This design comes from an exercise in tuning for small area on the open sky130 flow, not from production work. Where RTL was checked, it was by simulation tests only, not by an equivalence proof against the original. Power and IR drop assume default switching activity.

// commu
module commu
(
	input clk,
	input rst,
	input [3:0]key,
	input RxA,
	input RxB,
	output [5:0]dig,
	output [0:7]seg,
	output TxA,
	output TxB,
	output busy,
	output [3:0] led
);
For scale: ~730 cells after synthesis, roughly 210 flip-flops, about 8400 um2 of cells after synthesis.
clock: 10.0 ns
lec_check: 0
cap_margin: 20
core_margin: 2
core_utilization: 40
cts_buf_list: sky130_fd_sc_hd__clkbuf_8
cts_cluster_diameter: 60
cts_cluster_size: 16
place_density: 0.6
slew_margin: 20
run.sh (not shown) runs the stock make flow with config.mk's settings and CLKGATE_MAP_FILE= SYNTH_SCRIPT=/design/flow/synth_recipe.tcl, a recipe that flattens the netlist after the stock synthesis.
==> next run, changes <==
--- a/flow/design.v
+++ b/flow/design.v
@@ -20,36 +20,39 @@
 	if (rst) kq <= 13'h1962;
 	else kq <= {~kq[11:0], kq_fb};
 reg ph1, ph2, ph3;
 always @(posedge clk) begin ph1 <= smp; ph2 <= ph1; ph3 <= ph2; end
 reg [2:0] r0, r1, r2, r3;
 always @(posedge clk)
 	if (rst) begin r0 <= 0; r1 <= 0; r2 <= 0; r3 <= 0; end
 	else if (smp) begin
-		r0 <= key[0] ? 3'd0 : (r0 == 3'd5 ? 3'd5 : r0 + 1'b1);
-		r2 <= key[2] ? 3'd0 : (r2 == 3'd5 ? 3'd5 : r2 + 1'b1);
-		r3 <= key[3] ? 3'd0 : (r3 == 3'd5 ? 3'd5 : r3 + 1'b1);
-		r1 <= key[1] ? ((r1 == 3'd4 || r1 == 3'd5) ? 3'd6 : 3'd0)
-		             : (r1 == 3'd6 ? 3'd1 : (r1 == 3'd5 ? 3'd5 : r1 + 1'b1));
+		r0 <= key[0] ? 3'b000 : {r0[2] | r0[1], r0[0], ~r0[2]};
+		r2 <= key[2] ? 3'b000 : {r2[2] | r2[1], r2[0], ~r2[2]};
+		r3 <= key[3] ? 3'b000 : {r3[2] | r3[1], r3[0], ~r3[2]};
+		r1 <= key[1] ? {1'b0, r1[2] & ~r1[0], 1'b0} : {r1[2] | (r1[1] & r1[0]), r1[0], ~r1[2]};
 	end
-wire f0 = ph2 & (r0 == 3'd4);
-wire f1 = ph2 & (r1 == 3'd4);
-wire f2 = ph2 & (r2 == 3'd4);
-wire f3 = ph2 & (r3 == 3'd4);
-wire k1o = ph1 ? ~(r1 == 3'd5 || r1 == 3'd6) : ~(r1 == 3'd4 || r1 == 3'd5);
+wire r0_4 = r0[1] & ~r0[0];
+wire r1_4 = r1[2] & r1[1] & ~r1[0];
+wire r2_4 = r2[1] & ~r2[0];
+wire r3_4 = r3[1] & ~r3[0];
+wire f0 = ph2 & r0_4;
+wire f1 = ph2 & r1_4;
+wire f2 = ph2 & r2_4;
+wire f3 = ph2 & r3_4;
+wire k1o = ph1 ? ~(~r1[0] & (r1[2] ^ r1[1])) : ~(r1[2] & ~r1[0]);
 reg [2:0] cur;
 reg [3:0] dat0, dat1, dat2, dat3, dat4, dat5;
 reg start, txstate, send_rate, rec_rate;
 always @(posedge clk) begin
+	start <= (cur == 3'd6) & ~k1o;	 
 	if (rst) begin
-		cur <= 0; start <= 0; txstate <= 0; send_rate <= 0; rec_rate <= 0;
+		cur <= 0; txstate <= 0; send_rate <= 0; rec_rate <= 0;
 		dat0 <= 0; dat1 <= 0; dat2 <= 0; dat3 <= 0; dat4 <= 0; dat5 <= 0;
 	end else begin
-		start <= (cur == 3'd6) & ~k1o;
 		if (f0) cur <= (cur == 3'd6) ? 3'd0 : cur + 1'b1;
 		if (f1) case (cur)
 			3'd0: dat0 <= dat0 + 1'b1;
 			3'd1: dat1 <= dat1 + 1'b1;
 			3'd2: dat2 <= dat2 + 1'b1;
 			3'd3: dat3 <= dat3 + 1'b1;
 			3'd4: dat4 <= dat4 + 1'b1;
 			3'd5: dat5 <= dat5 + 1'b1;
@@ -160,17 +163,17 @@
 localparam S_IDLE0 = 3'd0, S_IDLE1 = 3'd1, S_BEGIN = 3'd2, S_BIT = 3'd3, S_ZERO = 3'd4, S_NULL = 3'd5;
 reg [2:0] sst;
 reg [4:0] scnt;
 reg [23:0] sbuf;
 reg sbuf_clk;
 wire ssel = send_rate ? clk_h : clk_l;
 wire sstep = ssel & ~sbuf_clk;
 always @(posedge clk) begin
-	if (rst) sbuf_clk <= 0; else sbuf_clk <= ssel;
+	sbuf_clk <= ssel;	 
 	if (rst) sst <= S_IDLE0;
 	else if (sstep) case (sst)
 		S_IDLE0, S_IDLE1: sst <= start ? S_BEGIN : S_IDLE0;
 		S_BEGIN: sst <= S_BIT;
 		S_BIT: sst <= S_ZERO;
 		S_ZERO: sst <= (scnt == 5'd23) ? S_NULL : S_BIT;
 		S_NULL: if (scnt == 5'd6) sst <= S_IDLE1;
 		default: sst <= S_IDLE0;
@@ -207,16 +210,16 @@
 		R_IDLE: if (RxA | RxB) begin rcnt <= 1; rbuf <= {rbit, rbuf[23:1]}; end
 		R_BIT: begin rcnt <= rcnt + 1'b1; rbuf <= {rbit, rbuf[23:1]}; end
 		R_ZERO: if (rcnt == 5'd24) rcnt <= 1;
 		default: if (rcnt == 5'd6) rdat <= rbuf; else rcnt <= rcnt + 1'b1;
 	endcase
 end
 reg led1;
 always @(posedge clk) led1 <= ~rst & TxA;
-wire tx_chg = ph3 & (r2 == 3'd4);
-wire rt_chg = ph3 & (r3 == 3'd4);
+wire tx_chg = ph3 & r2_4;
+wire rt_chg = ph3 & r3_4;
 wire tx_old = txstate ^ tx_chg;
 assign led[0] = tx_old;
 assign led[1] = led1;
 assign led[2] = send_rate ^ (rt_chg & ~tx_old);
 assign led[3] = rec_rate ^ (rt_chg & tx_old);
 endmodule
What happened:
- power climbs by 6.2%
- routed wire length fell by 4.8%
- core utilization climbs by 1.1 points
- clock skew stays flat
- synthesized cell count went down by about 1.2%
- clock power rose by about 20%
- register-to-register slack improves by 50 ps
- maximum frequency falls by 0.65%
- cell area fell by 0.47%
For the first run of this note, only the layout was checked, not whether the RTL still works.

==> port drivers added, routing unchanged <==
The flow's constraints put no driver on any port. The routed layouts listed below were extracted and timed again, unchanged, in two steps.
Step 1, drivers: a clkbuf_16 drives clk and a buf_2 each remaining input, both assumed.
Step 2, shift: input delay + t, output delay - t, t = (earliest + latest rising clock arrival at the registers) / 2. This alone moves slack from input paths to output paths.
Slacks: ideal ports / drivers / drivers and shift; pairs: ideal ports / drivers.
run	t (ns)	setup slack, ns	slew at the worst register clock pin (ns)
the first run	0.542	4.898 / 4.859 / 5.401	0.10 / 0.10
the second run	0.541	4.864 / 4.826 / 5.367	0.10 / 0.10
After both steps every run listed still meets setup and hold.
